Background: an optimization exercise with open tools, aiming at small area and a short achievable clock period. Do not read the settings as production practice. Function not checked in this run: the RTL went through the layout flow alone. Power is estimated from default activity; no workload was simulated.

$ cat flow/design.v
`timescale 1ns/1ps
module half_adder(input a,b,output sum,carry);
  assign sum = a ^ b;
  assign carry = a & b;
endmodule
`timescale 1ns/1ps
module full_adder( output sum,carry, input a,b,c);
  wire w1, w2, w3;
  half_adder HA1(.a(a), .b(b), .sum(w1), .carry(w2));
  half_adder HA2(.a(w1), .b(c), .sum(sum), .carry(w3));
  or or1(carry, w2, w3);
endmodule
`timescale 1ns/1ps
module RCA_16bit(output cout, output [15:0] sum, input [15:0] a, b);
    wire [14:0] c;
    full_adder F0(.a(a[0]), .b(b[0]), .c(1'b0), .sum(sum[0]), .carry(c[0]));
    full_adder F1(.a(a[1]), .b(b[1]), .c(c[0]), .sum(sum[1]), .carry(c[1]));
    full_adder F2(.a(a[2]), .b(b[2]), .c(c[1]), .sum(sum[2]), .carry(c[2]));
    full_adder F3(.a(a[3]), .b(b[3]), .c(c[2]), .sum(sum[3]), .carry(c[3]));
    full_adder F4(.a(a[4]), .b(b[4]), .c(c[3]), .sum(sum[4]), .carry(c[4]));
    full_adder F5(.a(a[5]), .b(b[5]), .c(c[4]), .sum(sum[5]), .carry(c[5]));
    full_adder F6(.a(a[6]), .b(b[6]), .c(c[5]), .sum(sum[6]), .carry(c[6]));
    full_adder F7(.a(a[7]), .b(b[7]), .c(c[6]), .sum(sum[7]), .carry(c[7]));
    full_adder F8(.a(a[8]), .b(b[8]), .c(c[7]), .sum(sum[8]), .carry(c[8]));
    full_adder F9(.a(a[9]), .b(b[9]), .c(c[8]), .sum(sum[9]), .carry(c[9]));
    full_adder F10(.a(a[10]), .b(b[10]), .c(c[9]), .sum(sum[10]), .carry(c[10]));
    full_adder F11(.a(a[11]), .b(b[11]), .c(c[10]), .sum(sum[11]), .carry(c[11]));
    full_adder F12(.a(a[12]), .b(b[12]), .c(c[11]), .sum(sum[12]), .carry(c[12]));
    full_adder F13(.a(a[13]), .b(b[13]), .c(c[12]), .sum(sum[13]), .carry(c[13]));
    full_adder F14(.a(a[14]), .b(b[14]), .c(c[13]), .sum(sum[14]), .carry(c[14]));
    full_adder F15(.a(a[15]), .b(b[15]), .c(c[14]), .sum(sum[15]), .carry(cout));
endmodule
`timescale 1ns/1ps
module d_ff(input clk,input [15:0]d,output reg [15:0]q);
  always@(posedge clk)
      q<=d;       
endmodule         
`timescale 1ns / 1ps
module Braun_Multiplier(
    input [7:0] a, b,
    output [15:0] p
);
    wire [15:0] sum_0, sum_1, sum_2, sum_3, sum_4, sum_5, sum_6, sum_7;
    wire [7:0] partial_product[7:0];
    genvar i, j;
    generate
        for (i = 0; i < 8; i = i + 1) begin
            for (j = 0; j < 8; j = j + 1) begin
                assign partial_product[i][j] = a[i] & b[j];   
            end
        end
    endgenerate
    assign sum_0 = {8'b0, partial_product[0]};
    assign sum_1 = {partial_product[1], 1'b0} + sum_0;
    assign sum_2 = {partial_product[2], 2'b0} + sum_1;
    assign sum_3 = {partial_product[3], 3'b0} + sum_2;
    assign sum_4 = {partial_product[4], 4'b0} + sum_3;
    assign sum_5 = {partial_product[5], 5'b0} + sum_4;
    assign sum_6 = {partial_product[6], 6'b0} + sum_5;
    assign sum_7 = {partial_product[7], 7'b0} + sum_6;
    assign p = sum_7;
endmodule
module FIR_Top(input clk, input [7:0] Xin, H0, H1, H2, output reg [15:0] Yout);
  reg [7:0] X1;
  reg [7:0] H21;
  reg [15:0] Q2;
  wire a1 = ~(Xin[0] & H1[0]);
  wire a2 = ~(Xin[0] & H1[1]);
  wire a3 = ~(Xin[0] & H1[2]);
  wire a4 = ~(Xin[0] & H1[3]);
  wire a5 = ~(Xin[0] & H1[4]);
  wire a6 = ~(Xin[0] & H1[5]);
  wire a7 = ~(Xin[0] & H1[6]);
  wire a8 = ~(Xin[0] & H1[7]);
  wire a9 = ~(Xin[1] & H1[0]);
  wire a10 = ~(Xin[1] & H1[1]);
  wire a11 = ~(Xin[1] & H1[2]);
  wire a12 = ~(Xin[1] & H1[3]);
  wire a13 = ~(Xin[1] & H1[4]);
  wire a14 = ~(Xin[1] & H1[5]);
  wire a15 = ~(Xin[1] & H1[6]);
  wire a16 = ~(Xin[1] & H1[7]);
  wire a17 = ~(Xin[2] & H1[0]);
  wire a18 = ~(Xin[2] & H1[1]);
  wire a19 = ~(Xin[2] & H1[2]);
  wire a20 = ~(Xin[2] & H1[3]);
  wire a21 = ~(Xin[2] & H1[4]);
  wire a22 = ~(Xin[2] & H1[5]);
  wire a23 = ~(Xin[2] & H1[6]);
  wire a24 = ~(Xin[2] & H1[7]);
  wire a25 = ~(Xin[3] & H1[0]);
  wire a26 = ~(Xin[3] & H1[1]);
  wire a27 = ~(Xin[3] & H1[2]);
  wire a28 = ~(Xin[3] & H1[3]);
  wire a29 = ~(Xin[3] & H1[4]);
  wire a30 = ~(Xin[3] & H1[5]);
  wire a31 = ~(Xin[3] & H1[6]);
  wire a32 = ~(Xin[3] & H1[7]);
  wire a33 = ~(Xin[4] & H1[0]);
  wire a34 = ~(Xin[4] & H1[1]);
  wire a35 = ~(Xin[4] & H1[2]);
  wire a36 = ~(Xin[4] & H1[3]);
  wire a37 = ~(Xin[4] & H1[4]);
  wire a38 = ~(Xin[4] & H1[5]);
  wire a39 = ~(Xin[4] & H1[6]);
  wire a40 = ~(Xin[4] & H1[7]);
  wire a41 = ~(Xin[5] & H1[0]);
  wire a42 = ~(Xin[5] & H1[1]);
  wire a43 = ~(Xin[5] & H1[2]);
  wire a44 = ~(Xin[5] & H1[3]);
  wire a45 = ~(Xin[5] & H1[4]);
  wire a46 = ~(Xin[5] & H1[5]);
  wire a47 = ~(Xin[5] & H1[6]);
  wire a48 = ~(Xin[5] & H1[7]);
  wire a49 = ~(Xin[6] & H1[0]);
  wire a50 = ~(Xin[6] & H1[1]);
  wire a51 = ~(Xin[6] & H1[2]);
  wire a52 = ~(Xin[6] & H1[3]);
  wire a53 = ~(Xin[6] & H1[4]);
  wire a54 = ~(Xin[6] & H1[5]);
  wire a55 = ~(Xin[6] & H1[6]);
  wire a56 = ~(Xin[6] & H1[7]);
  wire a57 = ~(Xin[7] & H1[0]);
  wire a58 = ~(Xin[7] & H1[1]);
  wire a59 = ~(Xin[7] & H1[2]);
  wire a60 = ~(Xin[7] & H1[3]);
  wire a61 = ~(Xin[7] & H1[4]);
  wire a62 = ~(Xin[7] & H1[5]);
  wire a63 = ~(Xin[7] & H1[6]);
  wire a64 = ~(Xin[7] & H1[7]);
  wire a65 = ~(X1[0] & H21[0]);
  wire a66 = ~(X1[0] & H21[1]);
  wire a67 = ~(X1[0] & H21[2]);
  wire a68 = ~(X1[0] & H21[3]);
  wire a69 = ~(X1[0] & H21[4]);
  wire a70 = ~(X1[0] & H21[5]);
  wire a71 = ~(X1[0] & H21[6]);
  wire a72 = ~(X1[0] & H21[7]);
  wire a73 = ~(X1[1] & H21[0]);
  wire a74 = ~(X1[1] & H21[1]);
  wire a75 = ~(X1[1] & H21[2]);
  wire a76 = ~(X1[1] & H21[3]);
  wire a77 = ~(X1[1] & H21[4]);
  wire a78 = ~(X1[1] & H21[5]);
  wire a79 = ~(X1[1] & H21[6]);
  wire a80 = ~(X1[1] & H21[7]);
  wire a81 = ~(X1[2] & H21[0]);
  wire a82 = ~(X1[2] & H21[1]);
  wire a83 = ~(X1[2] & H21[2]);
  wire a84 = ~(X1[2] & H21[3]);
  wire a85 = ~(X1[2] & H21[4]);
  wire a86 = ~(X1[2] & H21[5]);
  wire a87 = ~(X1[2] & H21[6]);
  wire a88 = ~(X1[2] & H21[7]);
  wire a89 = ~(X1[3] & H21[0]);
  wire a90 = ~(X1[3] & H21[1]);
  wire a91 = ~(X1[3] & H21[2]);
  wire a92 = ~(X1[3] & H21[3]);
  wire a93 = ~(X1[3] & H21[4]);
  wire a94 = ~(X1[3] & H21[5]);
  wire a95 = ~(X1[3] & H21[6]);
  wire a96 = ~(X1[3] & H21[7]);
  wire a97 = ~(X1[4] & H21[0]);
  wire a98 = ~(X1[4] & H21[1]);
  wire a99 = ~(X1[4] & H21[2]);
  wire a100 = ~(X1[4] & H21[3]);
  wire a101 = ~(X1[4] & H21[4]);
  wire a102 = ~(X1[4] & H21[5]);
  wire a103 = ~(X1[4] & H21[6]);
  wire a104 = ~(X1[4] & H21[7]);
  wire a105 = ~(X1[5] & H21[0]);
  wire a106 = ~(X1[5] & H21[1]);
  wire a107 = ~(X1[5] & H21[2]);
  wire a108 = ~(X1[5] & H21[3]);
  wire a109 = ~(X1[5] & H21[4]);
  wire a110 = ~(X1[5] & H21[5]);
  wire a111 = ~(X1[5] & H21[6]);
  wire a112 = ~(X1[5] & H21[7]);
  wire a113 = ~(X1[6] & H21[0]);
  wire a114 = ~(X1[6] & H21[1]);
  wire a115 = ~(X1[6] & H21[2]);
  wire a116 = ~(X1[6] & H21[3]);
  wire a117 = ~(X1[6] & H21[4]);
  wire a118 = ~(X1[6] & H21[5]);
  wire a119 = ~(X1[6] & H21[6]);
  wire a120 = ~(X1[6] & H21[7]);
  wire a121 = ~(X1[7] & H21[0]);
  wire a122 = ~(X1[7] & H21[1]);
  wire a123 = ~(X1[7] & H21[2]);
  wire a124 = ~(X1[7] & H21[3]);
  wire a125 = ~(X1[7] & H21[4]);
  wire a126 = ~(X1[7] & H21[5]);
  wire a127 = ~(X1[7] & H21[6]);
  wire a128 = ~(X1[7] & H21[7]);
  wire s129;
  fir_xnor2 u129 (.a(a71), .b(a78), .y(s129));
  wire c130;
  fir_or2 u130 (.a(a71), .b(a78), .y(c130));
  wire s131, c131;
  fir_fa u131 (.a(a72), .b(a79), .c(a86), .s(s131), .co(c131));
  wire s132, c132;
  fir_fa u132 (.a(a93), .b(a100), .c(a107), .s(s132), .co(c132));
  wire s133, c133;
  fir_fa u133 (.a(a80), .b(a87), .c(a94), .s(s133), .co(c133));
  wire s134;
  fir_xnor2 u134 (.a(a101), .b(a108), .y(s134));
  wire c135;
  fir_or2 u135 (.a(a101), .b(a108), .y(c135));
  wire s136;
  fir_xnor2 u136 (.a(a88), .b(a95), .y(s136));
  wire c137;
  fir_or2 u137 (.a(a88), .b(a95), .y(c137));
  wire s138;
  fir_xnor2 u138 (.a(a69), .b(a76), .y(s138));
  wire c139;
  fir_or2 u139 (.a(a69), .b(a76), .y(c139));
  wire s140, c140;
  fir_fa u140 (.a(a70), .b(a77), .c(a84), .s(s140), .co(c140));
  wire s141, c141;
  fir_fa u141 (.a(a91), .b(a98), .c(a105), .s(s141), .co(c141));
  wire s142, c142;
  fir_fa u142 (.a(a85), .b(a92), .c(a99), .s(s142), .co(c142));
  wire s143, c143;
  fir_fa u143 (.a(a106), .b(a113), .c(s129), .s(s143), .co(c143));
  wire s144, c144;
  fir_fa u144 (.a(a7), .b(a14), .c(a21), .s(s144), .co(c144));
  wire s145, c145;
  fir_fa u145 (.a(a114), .b(a121), .c(c130), .s(s145), .co(c145));
  wire s146, c146;
  fir_fa u146 (.a(s131), .b(s132), .c(a8), .s(s146), .co(c146));
  wire s147, c147;
  fir_fa u147 (.a(a15), .b(a22), .c(a29), .s(s147), .co(c147));
  wire s148;
  fir_xnor2 u148 (.a(a36), .b(a43), .y(s148));
  wire c149;
  fir_or2 u149 (.a(a36), .b(a43), .y(c149));
  wire s150, c150;
  fir_fa u150 (.a(a115), .b(a122), .c(s134), .s(s150), .co(c150));
  wire s151, c151;
  fir_fa u151 (.a(c131), .b(c132), .c(s133), .s(s151), .co(c151));
  wire s152, c152;
  fir_fa u152 (.a(a16), .b(a23), .c(a30), .s(s152), .co(c152));
  wire s153, c153;
  fir_fa u153 (.a(a37), .b(a44), .c(a51), .s(s153), .co(c153));
  wire s154, c154;
  fir_fa u154 (.a(a102), .b(a109), .c(a116), .s(s154), .co(c154));
  wire s155, c155;
  fir_fa u155 (.a(a123), .b(c135), .c(s136), .s(s155), .co(c155));
  wire s156, c156;
  fir_fa u156 (.a(c133), .b(a24), .c(a31), .s(s156), .co(c156));
  wire s157, c157;
  fir_fa u157 (.a(a38), .b(a45), .c(a52), .s(s157), .co(c157));
  wire s158, c158;
  fir_fa u158 (.a(a96), .b(a103), .c(a110), .s(s158), .co(c158));
  wire s159, c159;
  fir_fa u159 (.a(a117), .b(a124), .c(c137), .s(s159), .co(c159));
  wire s160, c160;
  fir_fa u160 (.a(a32), .b(a39), .c(a46), .s(s160), .co(c160));
  wire s161, c161;
  fir_fa u161 (.a(a104), .b(a111), .c(a118), .s(s161), .co(c161));
  wire s162, c162;
  fir_fa u162 (.a(a68), .b(a75), .c(a82), .s(s162), .co(c162));
  wire s163, c163;
  fir_fa u163 (.a(a83), .b(a90), .c(a97), .s(s163), .co(c163));
  wire s164, c164;
  fir_fa u164 (.a(s138), .b(a5), .c(a12), .s(s164), .co(c164));
  wire s165, c165;
  fir_fa u165 (.a(c139), .b(s140), .c(s141), .s(s165), .co(c165));
  wire s166, c166;
  fir_fa u166 (.a(a6), .b(a13), .c(a20), .s(s166), .co(c166));
  wire s167;
  fir_xnor2 u167 (.a(a27), .b(a34), .y(s167));
  wire c168;
  fir_or2 u168 (.a(a27), .b(a34), .y(c168));
  wire s169, c169;
  fir_fa u169 (.a(c140), .b(c141), .c(s142), .s(s169), .co(c169));
  wire s170, c170;
  fir_fa u170 (.a(s143), .b(a28), .c(a35), .s(s170), .co(c170));
  wire s171, c171;
  fir_fa u171 (.a(a42), .b(a49), .c(s144), .s(s171), .co(c171));
  wire s172, c172;
  fir_fa u172 (.a(c142), .b(s145), .c(c143), .s(s172), .co(c172));
  wire s173, c173;
  fir_fa u173 (.a(a50), .b(a57), .c(s148), .s(s173), .co(c173));
  wire s174, c174;
  fir_fa u174 (.a(c144), .b(s146), .c(s147), .s(s174), .co(c174));
  wire s175, c175;
  fir_fa u175 (.a(c145), .b(s150), .c(s151), .s(s175), .co(c175));
  wire s176, c176;
  fir_fa u176 (.a(a58), .b(c149), .c(c146), .s(s176), .co(c176));
  wire s177, c177;
  fir_fa u177 (.a(c147), .b(s152), .c(s153), .s(s177), .co(c177));
  wire s178, c178;
  fir_fa u178 (.a(s154), .b(c150), .c(s155), .s(s178), .co(c178));
  wire s179, c179;
  fir_fa u179 (.a(c151), .b(a59), .c(c152), .s(s179), .co(c179));
  wire s180, c180;
  fir_fa u180 (.a(c153), .b(s156), .c(s157), .s(s180), .co(c180));
  wire s181, c181;
  fir_fa u181 (.a(c154), .b(s158), .c(s159), .s(s181), .co(c181));
  wire s182, c182;
  fir_fa u182 (.a(c155), .b(a53), .c(a60), .s(s182), .co(c182));
  wire s183, c183;
  fir_fa u183 (.a(c156), .b(c157), .c(s160), .s(s183), .co(c183));
  wire s184, c184;
  fir_fa u184 (.a(a125), .b(c158), .c(s161), .s(s184), .co(c184));
  wire s185, c185;
  fir_fa u185 (.a(c159), .b(a40), .c(a47), .s(s185), .co(c185));
  wire s186, c186;
  fir_fa u186 (.a(a54), .b(a61), .c(c160), .s(s186), .co(c186));
  wire s187, c187;
  fir_fa u187 (.a(a112), .b(a119), .c(a126), .s(s187), .co(c187));
  wire s188, c188;
  fir_fa u188 (.a(c161), .b(a48), .c(a55), .s(s188), .co(c188));
  wire s189, c189;
  fir_fa u189 (.a(a67), .b(a74), .c(a81), .s(s189), .co(c189));
  wire s190, c190;
  fir_fa u190 (.a(a89), .b(s162), .c(a4), .s(s190), .co(c190));
  wire s191;
  fir_xnor2 u191 (.a(a11), .b(a18), .y(s191));
  wire c192;
  fir_or2 u192 (.a(a11), .b(a18), .y(c192));
  wire s193, c193;
  fir_fa u193 (.a(c162), .b(s163), .c(a19), .s(s193), .co(c193));
  wire s194, c194;
  fir_fa u194 (.a(a26), .b(a33), .c(s164), .s(s194), .co(c194));
  wire s195, c195;
  fir_fa u195 (.a(c163), .b(s165), .c(a41), .s(s195), .co(c195));
  wire s196, c196;
  fir_fa u196 (.a(s167), .b(c164), .c(s166), .s(s196), .co(c196));
  wire s197, c197;
  fir_fa u197 (.a(c165), .b(s169), .c(c168), .s(s197), .co(c197));
  wire s198, c198;
  fir_fa u198 (.a(c166), .b(s170), .c(s171), .s(s198), .co(c198));
  wire s199, c199;
  fir_fa u199 (.a(c169), .b(s172), .c(c170), .s(s199), .co(c199));
  wire s200, c200;
  fir_fa u200 (.a(s173), .b(c171), .c(s174), .s(s200), .co(c200));
  wire s201, c201;
  fir_fa u201 (.a(c172), .b(s175), .c(c173), .s(s201), .co(c201));
  wire s202, c202;
  fir_fa u202 (.a(c174), .b(s176), .c(s177), .s(s202), .co(c202));
  wire s203, c203;
  fir_fa u203 (.a(s178), .b(c175), .c(c176), .s(s203), .co(c203));
  wire s204, c204;
  fir_fa u204 (.a(c177), .b(s179), .c(s180), .s(s204), .co(c204));
  wire s205, c205;
  fir_fa u205 (.a(c178), .b(s181), .c(s182), .s(s205), .co(c205));
  wire s206, c206;
  fir_fa u206 (.a(c179), .b(c180), .c(s183), .s(s206), .co(c206));
  wire s207, c207;
  fir_fa u207 (.a(s184), .b(c181), .c(c182), .s(s207), .co(c207));
  wire s208, c208;
  fir_fa u208 (.a(s185), .b(c183), .c(s186), .s(s208), .co(c208));
  wire s209, c209;
  fir_fa u209 (.a(s187), .b(c184), .c(a62), .s(s209), .co(c209));
  wire s210, c210;
  fir_fa u210 (.a(c185), .b(s188), .c(c186), .s(s210), .co(c210));
  wire s211, c211;
  fir_fa u211 (.a(a120), .b(a127), .c(c187), .s(s211), .co(c211));
  wire s212, c212;
  fir_fa u212 (.a(a56), .b(a63), .c(c188), .s(s212), .co(c212));
  wire s213;
  fir_xnor2 u213 (.a(a66), .b(a73), .y(s213));
  wire c214;
  fir_or2 u214 (.a(a66), .b(a73), .y(c214));
  wire s215, c215;
  fir_fa u215 (.a(s189), .b(a3), .c(a10), .s(s215), .co(c215));
  wire s216, c216;
  fir_fa u216 (.a(c189), .b(a25), .c(s191), .s(s216), .co(c216));
  wire s217, c217;
  fir_fa u217 (.a(c192), .b(c190), .c(s193), .s(s217), .co(c217));
  wire s218, c218;
  fir_fa u218 (.a(c193), .b(s195), .c(c194), .s(s218), .co(c218));
  wire s219, c219;
  fir_fa u219 (.a(c195), .b(s197), .c(c196), .s(s219), .co(c219));
  wire s220, c220;
  fir_fa u220 (.a(c197), .b(s199), .c(c198), .s(s220), .co(c220));
  wire s221, c221;
  fir_fa u221 (.a(c199), .b(s201), .c(c200), .s(s221), .co(c221));
  wire s222, c222;
  fir_fa u222 (.a(c201), .b(s203), .c(c202), .s(s222), .co(c222));
  wire s223, c223;
  fir_fa u223 (.a(s205), .b(c203), .c(c204), .s(s223), .co(c223));
  wire s224, c224;
  fir_fa u224 (.a(c205), .b(s207), .c(c206), .s(s224), .co(c224));
  wire s225, c225;
  fir_fa u225 (.a(s209), .b(c207), .c(c208), .s(s225), .co(c225));
  wire s226, c226;
  fir_fa u226 (.a(s211), .b(c209), .c(s212), .s(s226), .co(c226));
  wire s227, c227;
  fir_fa u227 (.a(a128), .b(c211), .c(a64), .s(s227), .co(c227));
  wire s228;
  fir_xnor2 u228 (.a(s213), .b(a2), .y(s228));
  wire c229;
  fir_or2 u229 (.a(s213), .b(a2), .y(c229));
  wire s230, c230;
  fir_fa u230 (.a(c214), .b(a17), .c(s215), .s(s230), .co(c230));
  wire s231, c231;
  fir_fa u231 (.a(c215), .b(s190), .c(s216), .s(s231), .co(c231));
  wire s232, c232;
  fir_fa u232 (.a(c216), .b(s217), .c(s194), .s(s232), .co(c232));
  wire s233, c233;
  fir_fa u233 (.a(c217), .b(s196), .c(s218), .s(s233), .co(c233));
  wire s234, c234;
  fir_fa u234 (.a(c218), .b(s219), .c(s198), .s(s234), .co(c234));
  wire s235, c235;
  fir_fa u235 (.a(c219), .b(s200), .c(s220), .s(s235), .co(c235));
  wire s236, c236;
  fir_fa u236 (.a(s202), .b(c220), .c(s221), .s(s236), .co(c236));
  wire s237, c237;
  fir_fa u237 (.a(s204), .b(c221), .c(s222), .s(s237), .co(c237));
  wire s238, c238;
  fir_fa u238 (.a(s206), .b(c222), .c(s223), .s(s238), .co(c238));
  wire s239, c239;
  fir_fa u239 (.a(s208), .b(c223), .c(s224), .s(s239), .co(c239));
  wire s240, c240;
  fir_fa u240 (.a(s210), .b(c224), .c(s225), .s(s240), .co(c240));
  wire s241, c241;
  fir_fa u241 (.a(c210), .b(s226), .c(c225), .s(s241), .co(c241));
  wire s242, c242;
  fir_fa u242 (.a(s227), .b(c212), .c(c226), .s(s242), .co(c242));
  wire p243;
  fir_xor2 u243 (.a(a65), .b(a1), .y(p243));
  wire g244;
  fir_nor2 u244 (.a(a65), .b(a1), .y(g244));
  wire p245;
  fir_xor2 u245 (.a(s228), .b(a9), .y(p245));
  wire g246;
  fir_nor2 u246 (.a(s228), .b(a9), .y(g246));
  wire p247;
  fir_xor2 u247 (.a(c229), .b(s230), .y(p247));
  wire g248;
  fir_nor2 u248 (.a(c229), .b(s230), .y(g248));
  wire p249;
  fir_xor2 u249 (.a(c230), .b(s231), .y(p249));
  wire g250;
  fir_nor2 u250 (.a(c230), .b(s231), .y(g250));
  wire p251;
  fir_xor2 u251 (.a(c231), .b(s232), .y(p251));
  wire g252;
  fir_nor2 u252 (.a(c231), .b(s232), .y(g252));
  wire p253;
  fir_xor2 u253 (.a(c232), .b(s233), .y(p253));
  wire g254;
  fir_nor2 u254 (.a(c232), .b(s233), .y(g254));
  wire p255;
  fir_xor2 u255 (.a(c233), .b(s234), .y(p255));
  wire g256;
  fir_nor2 u256 (.a(c233), .b(s234), .y(g256));
  wire p257;
  fir_xor2 u257 (.a(c234), .b(s235), .y(p257));
  wire g258;
  fir_nor2 u258 (.a(c234), .b(s235), .y(g258));
  wire p259;
  fir_xor2 u259 (.a(c235), .b(s236), .y(p259));
  wire g260;
  fir_nor2 u260 (.a(c235), .b(s236), .y(g260));
  wire p261;
  fir_xor2 u261 (.a(c236), .b(s237), .y(p261));
  wire g262;
  fir_nor2 u262 (.a(c236), .b(s237), .y(g262));
  wire p263;
  fir_xor2 u263 (.a(c237), .b(s238), .y(p263));
  wire g264;
  fir_nor2 u264 (.a(c237), .b(s238), .y(g264));
  wire p265;
  fir_xor2 u265 (.a(c238), .b(s239), .y(p265));
  wire g266;
  fir_nor2 u266 (.a(c238), .b(s239), .y(g266));
  wire p267;
  fir_xor2 u267 (.a(c239), .b(s240), .y(p267));
  wire g268;
  fir_nor2 u268 (.a(c239), .b(s240), .y(g268));
  wire p269;
  fir_xor2 u269 (.a(c240), .b(s241), .y(p269));
  wire g270;
  fir_nor2 u270 (.a(c240), .b(s241), .y(g270));
  wire p271;
  fir_xor2 u271 (.a(c241), .b(s242), .y(p271));
  wire g272;
  fir_nor2 u272 (.a(c241), .b(s242), .y(g272));
  wire p273;
  fir_xor2 u273 (.a(c242), .b(c227), .y(p273));
  wire g274;
  fir_nor2 u274 (.a(c242), .b(c227), .y(g274));
  wire G275 = g246 | (p245 & g244);
  wire P276 = p245 & p243;
  wire G277 = g250 | (p249 & g248);
  wire P278 = p249 & p247;
  wire G279 = g254 | (p253 & g252);
  wire P280 = p253 & p251;
  wire G281 = g258 | (p257 & g256);
  wire P282 = p257 & p255;
  wire G283 = g262 | (p261 & g260);
  wire P284 = p261 & p259;
  wire G285 = g266 | (p265 & g264);
  wire P286 = p265 & p263;
  wire G287 = g270 | (p269 & g268);
  wire P288 = p269 & p267;
  wire G289 = g274 | (p273 & g272);
  wire P290 = p273 & p271;
  wire G291 = g248 | (p247 & G275);
  wire P292 = p247 & P276;
  wire G293 = G277 | (P278 & G275);
  wire P294 = P278 & P276;
  wire G295 = g256 | (p255 & G279);
  wire P296 = p255 & P280;
  wire G297 = G281 | (P282 & G279);
  wire P298 = P282 & P280;
  wire G299 = g264 | (p263 & G283);
  wire P300 = p263 & P284;
  wire G301 = G285 | (P286 & G283);
  wire P302 = P286 & P284;
  wire G303 = g272 | (p271 & G287);
  wire P304 = p271 & P288;
  wire G305 = G289 | (P290 & G287);
  wire P306 = P290 & P288;
  wire G307 = g252 | (p251 & G293);
  wire P308 = p251 & P294;
  wire G309 = G279 | (P280 & G293);
  wire P310 = P280 & P294;
  wire G311 = G295 | (P296 & G293);
  wire P312 = P296 & P294;
  wire G313 = G297 | (P298 & G293);
  wire P314 = P298 & P294;
  wire G315 = g268 | (p267 & G301);
  wire P316 = p267 & P302;
  wire G317 = G287 | (P288 & G301);
  wire P318 = P288 & P302;
  wire G319 = G303 | (P304 & G301);
  wire P320 = P304 & P302;
  wire G321 = G305 | (P306 & G301);
  wire P322 = P306 & P302;
  wire G323 = g260 | (p259 & G313);
  wire P324 = p259 & P314;
  wire G325 = G283 | (P284 & G313);
  wire P326 = P284 & P314;
  wire G327 = G299 | (P300 & G313);
  wire P328 = P300 & P314;
  wire G329 = G301 | (P302 & G313);
  wire P330 = P302 & P314;
  wire G331 = G315 | (P316 & G313);
  wire P332 = P316 & P314;
  wire G333 = G317 | (P318 & G313);
  wire P334 = P318 & P314;
  wire G335 = G319 | (P320 & G313);
  wire P336 = P320 & P314;
  wire G337 = G321 | (P322 & G313);
  wire P338 = P322 & P314;
  wire y339 = ~(p243);
  wire y340;
  fir_xnor2 u340 (.a(p245), .b(g244), .y(y340));
  wire y341;
  fir_xnor2 u341 (.a(p247), .b(G275), .y(y341));
  wire y342;
  fir_xnor2 u342 (.a(p249), .b(G291), .y(y342));
  wire y343;
  fir_xnor2 u343 (.a(p251), .b(G293), .y(y343));
  wire y344;
  fir_xnor2 u344 (.a(p253), .b(G307), .y(y344));
  wire y345;
  fir_xnor2 u345 (.a(p255), .b(G309), .y(y345));
  wire y346;
  fir_xnor2 u346 (.a(p257), .b(G311), .y(y346));
  wire y347;
  fir_xnor2 u347 (.a(p259), .b(G313), .y(y347));
  wire y348;
  fir_xnor2 u348 (.a(p261), .b(G323), .y(y348));
  wire y349;
  fir_xnor2 u349 (.a(p263), .b(G325), .y(y349));
  wire y350;
  fir_xnor2 u350 (.a(p265), .b(G327), .y(y350));
  wire y351;
  fir_xnor2 u351 (.a(p267), .b(G329), .y(y351));
  wire y352;
  fir_xnor2 u352 (.a(p269), .b(G331), .y(y352));
  wire y353;
  fir_xnor2 u353 (.a(p271), .b(G333), .y(y353));
  wire y354;
  fir_xnor2 u354 (.a(p273), .b(G335), .y(y354));
  wire a355 = ~(Xin[0] & H0[0]);
  wire a356 = ~(Xin[0] & H0[1]);
  wire a357 = ~(Xin[0] & H0[2]);
  wire a358 = ~(Xin[0] & H0[3]);
  wire a359 = ~(Xin[0] & H0[4]);
  wire a360 = ~(Xin[0] & H0[5]);
  wire a361 = ~(Xin[0] & H0[6]);
  wire a362 = ~(Xin[0] & H0[7]);
  wire a363 = ~(Xin[1] & H0[0]);
  wire a364 = ~(Xin[1] & H0[1]);
  wire a365 = ~(Xin[1] & H0[2]);
  wire a366 = ~(Xin[1] & H0[3]);
  wire a367 = ~(Xin[1] & H0[4]);
  wire a368 = ~(Xin[1] & H0[5]);
  wire a369 = ~(Xin[1] & H0[6]);
  wire a370 = ~(Xin[1] & H0[7]);
  wire a371 = ~(Xin[2] & H0[0]);
  wire a372 = ~(Xin[2] & H0[1]);
  wire a373 = ~(Xin[2] & H0[2]);
  wire a374 = ~(Xin[2] & H0[3]);
  wire a375 = ~(Xin[2] & H0[4]);
  wire a376 = ~(Xin[2] & H0[5]);
  wire a377 = ~(Xin[2] & H0[6]);
  wire a378 = ~(Xin[2] & H0[7]);
  wire a379 = ~(Xin[3] & H0[0]);
  wire a380 = ~(Xin[3] & H0[1]);
  wire a381 = ~(Xin[3] & H0[2]);
  wire a382 = ~(Xin[3] & H0[3]);
  wire a383 = ~(Xin[3] & H0[4]);
  wire a384 = ~(Xin[3] & H0[5]);
  wire a385 = ~(Xin[3] & H0[6]);
  wire a386 = ~(Xin[3] & H0[7]);
  wire a387 = ~(Xin[4] & H0[0]);
  wire a388 = ~(Xin[4] & H0[1]);
  wire a389 = ~(Xin[4] & H0[2]);
  wire a390 = ~(Xin[4] & H0[3]);
  wire a391 = ~(Xin[4] & H0[4]);
  wire a392 = ~(Xin[4] & H0[5]);
  wire a393 = ~(Xin[4] & H0[6]);
  wire a394 = ~(Xin[4] & H0[7]);
  wire a395 = ~(Xin[5] & H0[0]);
  wire a396 = ~(Xin[5] & H0[1]);
  wire a397 = ~(Xin[5] & H0[2]);
  wire a398 = ~(Xin[5] & H0[3]);
  wire a399 = ~(Xin[5] & H0[4]);
  wire a400 = ~(Xin[5] & H0[5]);
  wire a401 = ~(Xin[5] & H0[6]);
  wire a402 = ~(Xin[5] & H0[7]);
  wire a403 = ~(Xin[6] & H0[0]);
  wire a404 = ~(Xin[6] & H0[1]);
  wire a405 = ~(Xin[6] & H0[2]);
  wire a406 = ~(Xin[6] & H0[3]);
  wire a407 = ~(Xin[6] & H0[4]);
  wire a408 = ~(Xin[6] & H0[5]);
  wire a409 = ~(Xin[6] & H0[6]);
  wire a410 = ~(Xin[6] & H0[7]);
  wire a411 = ~(Xin[7] & H0[0]);
  wire a412 = ~(Xin[7] & H0[1]);
  wire a413 = ~(Xin[7] & H0[2]);
  wire a414 = ~(Xin[7] & H0[3]);
  wire a415 = ~(Xin[7] & H0[4]);
  wire a416 = ~(Xin[7] & H0[5]);
  wire a417 = ~(Xin[7] & H0[6]);
  wire a418 = ~(Xin[7] & H0[7]);
  wire s419;
  fir_xnor2 u419 (.a(Q2[5]), .b(a360), .y(s419));
  wire c420;
  fir_or2 u420 (.a(Q2[5]), .b(a360), .y(c420));
  wire s421, c421;
  fir_fa u421 (.a(Q2[6]), .b(a361), .c(a368), .s(s421), .co(c421));
  wire s422;
  fir_xnor2 u422 (.a(a375), .b(a382), .y(s422));
  wire c423;
  fir_or2 u423 (.a(a375), .b(a382), .y(c423));
  wire s424, c424;
  fir_fa u424 (.a(Q2[7]), .b(a362), .c(a369), .s(s424), .co(c424));
  wire s425, c425;
  fir_fa u425 (.a(a376), .b(a383), .c(a390), .s(s425), .co(c425));
  wire s426;
  fir_xnor2 u426 (.a(a397), .b(a404), .y(s426));
  wire c427;
  fir_or2 u427 (.a(a397), .b(a404), .y(c427));
  wire s428, c428;
  fir_fa u428 (.a(Q2[8]), .b(a370), .c(a377), .s(s428), .co(c428));
  wire s429, c429;
  fir_fa u429 (.a(a384), .b(a391), .c(a398), .s(s429), .co(c429));
  wire s430;
  fir_xnor2 u430 (.a(a405), .b(a412), .y(s430));
  wire c431;
  fir_or2 u431 (.a(a405), .b(a412), .y(c431));
  wire s432, c432;
  fir_fa u432 (.a(Q2[9]), .b(a378), .c(a385), .s(s432), .co(c432));
  wire s433, c433;
  fir_fa u433 (.a(a392), .b(a399), .c(a406), .s(s433), .co(c433));
  wire s434, c434;
  fir_fa u434 (.a(Q2[10]), .b(a386), .c(a393), .s(s434), .co(c434));
  wire s435;
  fir_xnor2 u435 (.a(Q2[3]), .b(a358), .y(s435));
  wire c436;
  fir_or2 u436 (.a(Q2[3]), .b(a358), .y(c436));
  wire s437, c437;
  fir_fa u437 (.a(Q2[4]), .b(a359), .c(a366), .s(s437), .co(c437));
  wire s438;
  fir_xnor2 u438 (.a(a373), .b(a380), .y(s438));
  wire c439;
  fir_or2 u439 (.a(a373), .b(a380), .y(c439));
  wire s440, c440;
  fir_fa u440 (.a(a367), .b(a374), .c(a381), .s(s440), .co(c440));
  wire s441, c441;
  fir_fa u441 (.a(a388), .b(a395), .c(s419), .s(s441), .co(c441));
  wire s442, c442;
  fir_fa u442 (.a(a389), .b(a396), .c(a403), .s(s442), .co(c442));
  wire s443, c443;
  fir_fa u443 (.a(c420), .b(s422), .c(s421), .s(s443), .co(c443));
  wire s444, c444;
  fir_fa u444 (.a(a411), .b(c423), .c(s426), .s(s444), .co(c444));
  wire s445, c445;
  fir_fa u445 (.a(c421), .b(s424), .c(s425), .s(s445), .co(c445));
  wire s446, c446;
  fir_fa u446 (.a(c427), .b(s430), .c(c424), .s(s446), .co(c446));
  wire s447, c447;
  fir_fa u447 (.a(c425), .b(s428), .c(s429), .s(s447), .co(c447));
  wire s448, c448;
  fir_fa u448 (.a(a413), .b(c431), .c(c428), .s(s448), .co(c448));
  wire s449, c449;
  fir_fa u449 (.a(c429), .b(s432), .c(s433), .s(s449), .co(c449));
  wire s450, c450;
  fir_fa u450 (.a(a400), .b(a407), .c(a414), .s(s450), .co(c450));
  wire s451, c451;
  fir_fa u451 (.a(c432), .b(c433), .c(s434), .s(s451), .co(c451));
  wire s452, c452;
  fir_fa u452 (.a(Q2[11]), .b(a394), .c(a401), .s(s452), .co(c452));
  wire s453, c453;
  fir_fa u453 (.a(a408), .b(a415), .c(c434), .s(s453), .co(c453));
  wire s454, c454;
  fir_fa u454 (.a(Q2[12]), .b(a402), .c(a409), .s(s454), .co(c454));
  wire s455;
  fir_xnor2 u455 (.a(Q2[2]), .b(a357), .y(s455));
  wire c456;
  fir_or2 u456 (.a(Q2[2]), .b(a357), .y(c456));
  wire s457, c457;
  fir_fa u457 (.a(a365), .b(a372), .c(a379), .s(s457), .co(c457));
  wire s458, c458;
  fir_fa u458 (.a(a387), .b(c436), .c(s438), .s(s458), .co(c458));
  wire s459, c459;
  fir_fa u459 (.a(c439), .b(c437), .c(s440), .s(s459), .co(c459));
  wire s460, c460;
  fir_fa u460 (.a(c440), .b(s442), .c(c441), .s(s460), .co(c460));
  wire s461, c461;
  fir_fa u461 (.a(c442), .b(s444), .c(c443), .s(s461), .co(c461));
  wire s462, c462;
  fir_fa u462 (.a(c444), .b(c445), .c(s446), .s(s462), .co(c462));
  wire s463, c463;
  fir_fa u463 (.a(c446), .b(c447), .c(s448), .s(s463), .co(c463));
  wire s464, c464;
  fir_fa u464 (.a(s450), .b(c448), .c(c449), .s(s464), .co(c464));
  wire s465, c465;
  fir_fa u465 (.a(c450), .b(s452), .c(c451), .s(s465), .co(c465));
  wire s466, c466;
  fir_fa u466 (.a(a416), .b(c452), .c(s454), .s(s466), .co(c466));
  wire s467, c467;
  fir_fa u467 (.a(Q2[13]), .b(a410), .c(a417), .s(s467), .co(c467));
  wire s468;
  fir_xnor2 u468 (.a(Q2[1]), .b(a356), .y(s468));
  wire c469;
  fir_or2 u469 (.a(Q2[1]), .b(a356), .y(c469));
  wire s470, c470;
  fir_fa u470 (.a(a364), .b(a371), .c(s455), .s(s470), .co(c470));
  wire s471, c471;
  fir_fa u471 (.a(c456), .b(s435), .c(s457), .s(s471), .co(c471));
  wire s472, c472;
  fir_fa u472 (.a(c457), .b(s437), .c(s458), .s(s472), .co(c472));
  wire s473, c473;
  fir_fa u473 (.a(c458), .b(s441), .c(s459), .s(s473), .co(c473));
  wire s474, c474;
  fir_fa u474 (.a(c459), .b(s443), .c(s460), .s(s474), .co(c474));
  wire s475, c475;
  fir_fa u475 (.a(s445), .b(c460), .c(s461), .s(s475), .co(c475));
  wire s476, c476;
  fir_fa u476 (.a(s447), .b(c461), .c(s462), .s(s476), .co(c476));
  wire s477, c477;
  fir_fa u477 (.a(s449), .b(c462), .c(s463), .s(s477), .co(c477));
  wire s478, c478;
  fir_fa u478 (.a(s451), .b(c463), .c(s464), .s(s478), .co(c478));
  wire s479, c479;
  fir_fa u479 (.a(s453), .b(c464), .c(s465), .s(s479), .co(c479));
  wire s480, c480;
  fir_fa u480 (.a(c453), .b(s466), .c(c465), .s(s480), .co(c480));
  wire s481, c481;
  fir_fa u481 (.a(c454), .b(s467), .c(c466), .s(s481), .co(c481));
  wire s482, c482;
  fir_fa u482 (.a(Q2[14]), .b(a418), .c(c467), .s(s482), .co(c482));
  wire p483;
  fir_xor2 u483 (.a(Q2[0]), .b(a355), .y(p483));
  wire g484;
  fir_nor2 u484 (.a(Q2[0]), .b(a355), .y(g484));
  wire p485;
  fir_xor2 u485 (.a(s468), .b(a363), .y(p485));
  wire g486;
  fir_nor2 u486 (.a(s468), .b(a363), .y(g486));
  wire p487;
  fir_xor2 u487 (.a(c469), .b(s470), .y(p487));
  wire g488;
  fir_nor2 u488 (.a(c469), .b(s470), .y(g488));
  wire p489;
  fir_xor2 u489 (.a(c470), .b(s471), .y(p489));
  wire g490;
  fir_nor2 u490 (.a(c470), .b(s471), .y(g490));
  wire p491;
  fir_xor2 u491 (.a(c471), .b(s472), .y(p491));
  wire g492;
  fir_nor2 u492 (.a(c471), .b(s472), .y(g492));
  wire p493;
  fir_xor2 u493 (.a(c472), .b(s473), .y(p493));
  wire g494;
  fir_nor2 u494 (.a(c472), .b(s473), .y(g494));
  wire p495;
  fir_xor2 u495 (.a(c473), .b(s474), .y(p495));
  wire g496;
  fir_nor2 u496 (.a(c473), .b(s474), .y(g496));
  wire p497;
  fir_xor2 u497 (.a(c474), .b(s475), .y(p497));
  wire g498;
  fir_nor2 u498 (.a(c474), .b(s475), .y(g498));
  wire p499;
  fir_xor2 u499 (.a(c475), .b(s476), .y(p499));
  wire g500;
  fir_nor2 u500 (.a(c475), .b(s476), .y(g500));
  wire p501;
  fir_xor2 u501 (.a(c476), .b(s477), .y(p501));
  wire g502;
  fir_nor2 u502 (.a(c476), .b(s477), .y(g502));
  wire p503;
  fir_xor2 u503 (.a(c477), .b(s478), .y(p503));
  wire g504;
  fir_nor2 u504 (.a(c477), .b(s478), .y(g504));
  wire p505;
  fir_xor2 u505 (.a(c478), .b(s479), .y(p505));
  wire g506;
  fir_nor2 u506 (.a(c478), .b(s479), .y(g506));
  wire p507;
  fir_xor2 u507 (.a(c479), .b(s480), .y(p507));
  wire g508;
  fir_nor2 u508 (.a(c479), .b(s480), .y(g508));
  wire p509;
  fir_xor2 u509 (.a(c480), .b(s481), .y(p509));
  wire g510;
  fir_nor2 u510 (.a(c480), .b(s481), .y(g510));
  wire p511;
  fir_xor2 u511 (.a(c481), .b(s482), .y(p511));
  wire g512;
  fir_nor2 u512 (.a(c481), .b(s482), .y(g512));
  wire p513;
  fir_xor2 u513 (.a(c482), .b(Q2[15]), .y(p513));
  wire g514;
  fir_nor2 u514 (.a(c482), .b(Q2[15]), .y(g514));
  wire G515 = g486 | (p485 & g484);
  wire P516 = p485 & p483;
  wire G517 = g490 | (p489 & g488);
  wire P518 = p489 & p487;
  wire G519 = g494 | (p493 & g492);
  wire P520 = p493 & p491;
  wire G521 = g498 | (p497 & g496);
  wire P522 = p497 & p495;
  wire G523 = g502 | (p501 & g500);
  wire P524 = p501 & p499;
  wire G525 = g506 | (p505 & g504);
  wire P526 = p505 & p503;
  wire G527 = g510 | (p509 & g508);
  wire P528 = p509 & p507;
  wire G529 = g514 | (p513 & g512);
  wire P530 = p513 & p511;
  wire G531 = g488 | (p487 & G515);
  wire P532 = p487 & P516;
  wire G533 = G517 | (P518 & G515);
  wire P534 = P518 & P516;
  wire G535 = g496 | (p495 & G519);
  wire P536 = p495 & P520;
  wire G537 = G521 | (P522 & G519);
  wire P538 = P522 & P520;
  wire G539 = g504 | (p503 & G523);
  wire P540 = p503 & P524;
  wire G541 = G525 | (P526 & G523);
  wire P542 = P526 & P524;
  wire G543 = g512 | (p511 & G527);
  wire P544 = p511 & P528;
  wire G545 = G529 | (P530 & G527);
  wire P546 = P530 & P528;
  wire G547 = g492 | (p491 & G533);
  wire P548 = p491 & P534;
  wire G549 = G519 | (P520 & G533);
  wire P550 = P520 & P534;
  wire G551 = G535 | (P536 & G533);
  wire P552 = P536 & P534;
  wire G553 = G537 | (P538 & G533);
  wire P554 = P538 & P534;
  wire G555 = g508 | (p507 & G541);
  wire P556 = p507 & P542;
  wire G557 = G527 | (P528 & G541);
  wire P558 = P528 & P542;
  wire G559 = G543 | (P544 & G541);
  wire P560 = P544 & P542;
  wire G561 = G545 | (P546 & G541);
  wire P562 = P546 & P542;
  wire G563 = g500 | (p499 & G553);
  wire P564 = p499 & P554;
  wire G565 = G523 | (P524 & G553);
  wire P566 = P524 & P554;
  wire G567 = G539 | (P540 & G553);
  wire P568 = P540 & P554;
  wire G569 = G541 | (P542 & G553);
  wire P570 = P542 & P554;
  wire G571 = G555 | (P556 & G553);
  wire P572 = P556 & P554;
  wire G573 = G557 | (P558 & G553);
  wire P574 = P558 & P554;
  wire G575 = G559 | (P560 & G553);
  wire P576 = P560 & P554;
  wire G577 = G561 | (P562 & G553);
  wire P578 = P562 & P554;
  wire y579 = (p483);
  wire y580;
  fir_xor2 u580 (.a(p485), .b(g484), .y(y580));
  wire y581;
  fir_xor2 u581 (.a(p487), .b(G515), .y(y581));
  wire y582;
  fir_xor2 u582 (.a(p489), .b(G531), .y(y582));
  wire y583;
  fir_xor2 u583 (.a(p491), .b(G533), .y(y583));
  wire y584;
  fir_xor2 u584 (.a(p493), .b(G547), .y(y584));
  wire y585;
  fir_xor2 u585 (.a(p495), .b(G549), .y(y585));
  wire y586;
  fir_xor2 u586 (.a(p497), .b(G551), .y(y586));
  wire y587;
  fir_xor2 u587 (.a(p499), .b(G553), .y(y587));
  wire y588;
  fir_xor2 u588 (.a(p501), .b(G563), .y(y588));
  wire y589;
  fir_xor2 u589 (.a(p503), .b(G565), .y(y589));
  wire y590;
  fir_xor2 u590 (.a(p505), .b(G567), .y(y590));
  wire y591;
  fir_xor2 u591 (.a(p507), .b(G569), .y(y591));
  wire y592;
  fir_xor2 u592 (.a(p509), .b(G571), .y(y592));
  wire y593;
  fir_xor2 u593 (.a(p511), .b(G573), .y(y593));
  wire y594;
  fir_xor2 u594 (.a(p513), .b(G575), .y(y594));
  always @(posedge clk) begin
    X1 <= Xin;
    H21 <= H2;
    Q2 <= {y354, y353, y352, y351, y350, y349, y348, y347, y346, y345, y344, y343, y342, y341, y340, y339};
    Yout <= {y594, y593, y592, y591, y590, y589, y588, y587, y586, y585, y584, y583, y582, y581, y580, y579};
  end
endmodule
module fir_fa(input a, b, c, output s, co);
  assign s = a ^ b ^ c;
  assign co = (a & b) | (a & c) | (b & c);
endmodule
module fir_nor2(input a, b, output y);
  assign y = ~(a | b);
endmodule
module fir_or2(input a, b, output y);
  assign y = a | b;
endmodule
module fir_xnor2(input a, b, output y);
  assign y = ~(a ^ b);
endmodule
module fir_xor2(input a, b, output y);
  assign y = a ^ b;
endmodule
$ cat flow/flow/run.sh
#!/bin/bash
# Own flow: the standard layout (standard.sh, unchanged synthesis and steps),
# with the port buffers that global placement inserts made as the smallest
# plain buffer instead of the default; repair then upsizes them where timing needs it.
set -euo pipefail
export BUFFER_PORTS_ARGS="-buffer_cell sky130_fd_sc_hd__buf_1"
bash standard.sh > standard_make.log 2>&1
$ cat flow/standard.sh
#!/bin/bash
# synth_recipe.tcl (not shown) runs the flow's synth.tcl, then flattens the netlist and writes it again
# the make line also repeats each setting of config.mk as NAME=value (left out here)
make -C /OpenROAD-flow-scripts/flow DESIGN_CONFIG=/design/flow/config.mk WORK_HOME=/design/flow/orfs CLKGATE_MAP_FILE= SYNTH_SCRIPT=/design/flow/synth_recipe.tcl "${@:-finish}"
$ cat flow/config.mk
export PLATFORM = sky130hd
export DESIGN_NAME = FIR_Top
export DESIGN_NICKNAME = FIR_Top
export VERILOG_FILES = /design/flow/design.v
export SDC_FILE = /design/flow/constraint.sdc
export NUM_CORES = 4
export LEC_CHECK = 0
export CAP_MARGIN = 20
export CORE_MARGIN = 2
export CORE_UTILIZATION = 60
export SETUP_SLACK_MARGIN = 4.2
export SLEW_MARGIN = 20
export SYNTH_HIERARCHICAL = 1
export SYNTH_MINIMUM_KEEP_SIZE = 0
export TNS_END_PERCENT = 0
$ cat flow/constraint.sdc
create_clock -name core_clock -period 9.5 [get_ports {clk}]
set_input_delay 1.9000 -clock core_clock [delete_from_list [all_inputs] [get_ports {clk}]]
set_output_delay 1.9000 -clock core_clock [all_outputs]
set_load 0.01 [all_outputs]
==> notes.md <==
cells in the mapped netlist, drive strengths merged:
master,number
a21o,15
a21oi,9
a22oi,2
a31o,1
a31oi,1
a41o,1
and3,1
and4,1
buf,5
clkbuf,43
dfxtp,48
fa,144
inv,5
nand2,199
nand2b,6
nand3,6
nand4,1
nor2,31
o21ai,8
o21bai,1
o221ai,1
o2bb2ai,1
o31a,4
o31ai,1
or2,18
xnor2,32
xor2,47
worst max-delay path, delay by kind of cell:
kind	cells	cell delay, ns
simple gates	2	0.14
buf+inv	3	0.39
compound gates	4	0.73
fa+ha+maj	5	2.28
xor+xnor	2	0.33
timing repair:
item,CTS,global route
endpoints found under the hold margin,0,0
buffers inserted,8,1
resized for setup,41,16
pin swaps,9,9
setup endpoints to repair,15,14
through the flow:
stage | instances | power (uW) | setup slack (ns) | instance area (um^2)
final | 784 | 2810 | 3.93 | 6700
after global routing | 784 | 3100 | 3.79 | 6700
after CTS | 783 | 2740 | 4.01 | 6630
after detailed placement | 768 | 2470 | 3.03 | 6370
after global placement | 768 | 2400 | 3.18 | 6370
after floorplan | 632 | 2110 | 3.84 | 6220
report_power, final:
part           internal [uW]  total (uW)  switching, uW
registers                317         356           39.2
logic                   1060        2320           1260
clock network           58.4         136           77.9
total                   1430        2810           1370
Yosys stat by module, one instance, submodules excluded:
module,cells inside,area (um^2),flops+latches
fir_nor2,1,3.75,0
FIR_Top,362,2350,48
fir_xor2,1,8.76,0
fir_xnor2,1,8.76,0
fir_fa,1,20.0,0
fir_or2,1,6.26,0
metal layers:
metal	vias up	wire (um)
met2	111	6700
li1	1952	-
met5	-	0
met3	19	539
met4	0	240
met1	2223	5390
how the worst min path moves through the flow:
| stage | endpoint | slack, ns | depth (start not counted) |
|---|---|---|---|
| after CTS | Yout[0] | 0.47 | 1 |
| after floorplan | Yout[0] | 0.43 | 1 |
| after global routing | Yout[0] | 0.49 | 1 |
| after detailed placement | Yout[0] | 0.45 | 1 |
| final | Yout[0] | 0.46 | 1 |
| after global placement | Yout[0] | 0.45 | 1 |
registers in the layout, indices dropped and copies added (netlist names):
name	cells
H21	8
Q2	16
X1	8
Yout	16
cell families after synthesis:
kind of cell / share of synthesized area (%)
xor+xnor: 11.3
flops: 15.6
compound gates: 5.62
buf+inv: 3.24
fa+ha+maj: 46.9
simple gates: 17.3
cell type report:
cell class,instances,share of cell area [%]
Clock buffer,6,1.23
Tap cell,133,2.48
Timing Repair Buffer,60,5.25
Clock inverter,1,0.131
Inverter,5,0.280
Sequential cell,48,14.3
Multi-Input combinational cell,531,76.3
==> reports/summary.json <==
{
  "outcome": {
    "outcome": "complete, no violations"
  },
  "global_routing": {
    "grt.busiest_layer": "met2",
    "first_global_vias": 4726,
    "globalRouteMet3Util_pct": 3.37,
    "groute.layer.met2.usage_pct": 45.5,
    "grt_overflow_total": 0,
    "globalRouteTotalUtil_pct": 26.1,
    "number_of_antenna_violations_at_the_first_check_in_global_routing": 0,
    "wire_length_of_the_first_global_routing_pass_um": 22600,
    "grt_start_max_net_pins": 18,
    "grt_use_met1_pct": 35.4
  },
  "drt": {
    "drt_first_iter_violations": 206,
    "detail_route.vias_per_cell": 5.49,
    "firstDrtPassIters": 5,
    "drt.antenna.violating_nets": 0,
    "via_count": 4305,
    "post_drt_wl_per_cell_um": 16.4,
    "drc_errors": 0,
    "final_wirelength_um": 12900
  },
  "synth": {
    "syn_inst": 632,
    "netlist_area_um2": 6140,
    "synth-warning-count": 7,
    "synth.lib_cells_used.distinct": 30,
    "synth.yosys.seq_area_share_pct": 15.6,
    "mappedNetlistNets": 809,
    "largest_area_contributor_in_the_synthesized_netlist": "fa_1",
    "synth_top_cells_by_area": "fa_1, dfxtp_1, nand2_1",
    "postSynthAreaPerCell_um2": 9.72,
    "synth_largest_type_area_fraction_pct": 46.9,
    "ys_ff_latch": 48
  },
  "clock_network": {
    "clk_root_buffer_cell": "clkbuf_8",
    "htreeDepth": 2,
    "clock_tree_from_tritoncts": "built",
    "cts.path.max_buffers": 2,
    "cts-hold-fix-buffers": 0,
    "clk-insertion-delay-late_ns": 0.32,
    "clkSlewWorstSetupHoldPaths_ns": 0.09,
    "numCtsBuffers": 5,
    "cts.sink_count": 48
  },
  "sta": {
    "clock.fmax_ghz": 0.180,
    "fin_crit_ns": 5.57,
    "measured_slew_at_the_worst_slew_check_pin_ns": 0.449,
    "slew_margin_rel_pct": 70.1,
    "final.setup.tns_ns": 0,
    "worst_clock_skew_ns": 0.00646,
    "finalHoldViolCount": 0,
    "final-max-slew-violation-count": 0,
    "setup_viol": 0,
    "final_min_period_over_clock_period_pct": 58.6,
    "worst_case_hold_slack_ns": 0.464,
    "setup_repair_after_global_routing_missed_its_margin": "yes"
  },
  "pwr": {
    "power.leakage_uw": 0.00251,
    "power.density_cell_area_nw_per_um2": 419,
    "irDropWorstVdd_v": 0.000310
  },
  "hold_path": {
    "hold_path_class": "flop to flop",
    "hold_path_origin": "Q2[0]"
  },
  "worst_setup_path": {
    "cp_dominant_cell_by_count": "fa_1",
    "worst_setup_path_end_kind": "flop",
    "critPathLaunch": "Xin[1]",
    "critPathLaunchType": "input pin",
    "critical_path.endpoint": "Q2[11]",
    "slowest_stage": "fa_1",
    "cp_data_required_time_ns": 9.70,
    "timing.setup.critical_path_class": "input pin to flop",
    "ff2ff_setup_slack_ns": 4.48,
    "arrival_ns": 5.77,
    "worst-r2r-cell-count": 14,
    "worstReg2RegStart": "X1[1]",
    "timing.critical_path.slowest_cell_delay_ns": 0.53,
    "critPathMaxFanout": 5,
    "worstPathCellList": "buf_1 -> buf_6 -> nand2_1 -> fa_1 -> fa_1 -> fa_2 -> fa_1 -> fa_1 -> xor2_2 -> a21oi_2 -> o21ai_2 -> a22oi_4 -> buf_4 -> nand2b_4 -> o31a_1 -> xnor2_1",
    "timing.rr.end": "Q2[15]"
  },
  "cells_and_area": {
    "layout.filler_cells": 791,
    "mostFrequentLayoutCell": "nand2_1",
    "multi_input_area_um2": 5110,
    "drive_gt1_share_pct": 8.76,
    "count_of_antenna_diodes_in_the_layout": 0,
    "utilization_pct": 67.9,
    "finalNetCount": 828,
    "total_area_of_sequential_cells_um2": 961,
    "synthToLayoutAreaGrowth_pct": 9.04,
    "most-common-layout-cells": "nand2_1, fa_1, dfxtp_1, xor2_1, buf_1"
  },
  "job": {
    "max_cap_violations": 0
  },
  "floorplan": {
    "die_area_um2": 11100,
    "die_height_um": 105,
    "core.rowCount": 36,
    "core_area_um2": 9860,
    "starting_utilization_of_the_core_area_pct": 62.3,
    "die-width_um": 105,
    "num_io_pins": 49
  },
  "place": {
    "gpl.final_weighted_congestion": 0.841,
    "io_buffers": 48,
    "detailed_place_hpwl_um": 10100
  }
}

-- afterwards: timing with drivers on the ports --
The results above use ideal ports. As a check the final layout listed here was re-extracted and re-timed, cells and wires unchanged.
Step 1 (the two cells are an assumption about what drives the block):
set clk [get_ports {clk}]
set_driving_cell -lib_cell sky130_fd_sc_hd__clkbuf_16 $clk
set_driving_cell -lib_cell sky130_fd_sc_hd__buf_2 [delete_from_list [all_inputs] $clk]
Step 2 also shifts input and output timing later by t, the mid clock arrival at the registers, as if the neighbouring blocks saw the same clock.
Three values: no drivers, after step 1, after step 2; two values: the first two.
t (ns): 0.347
setup WS [ns]: 3.930 / 3.934 / 3.587
hold WS [ns]: 0.464 / 0.464 / 0.464
latest minus earliest clock arrival (ns): 0.007 / 0.007
After both steps setup and hold are still met in this run. The setup slack of this run moves by +0.004 ns with the drivers and by -0.343 ns with both steps.
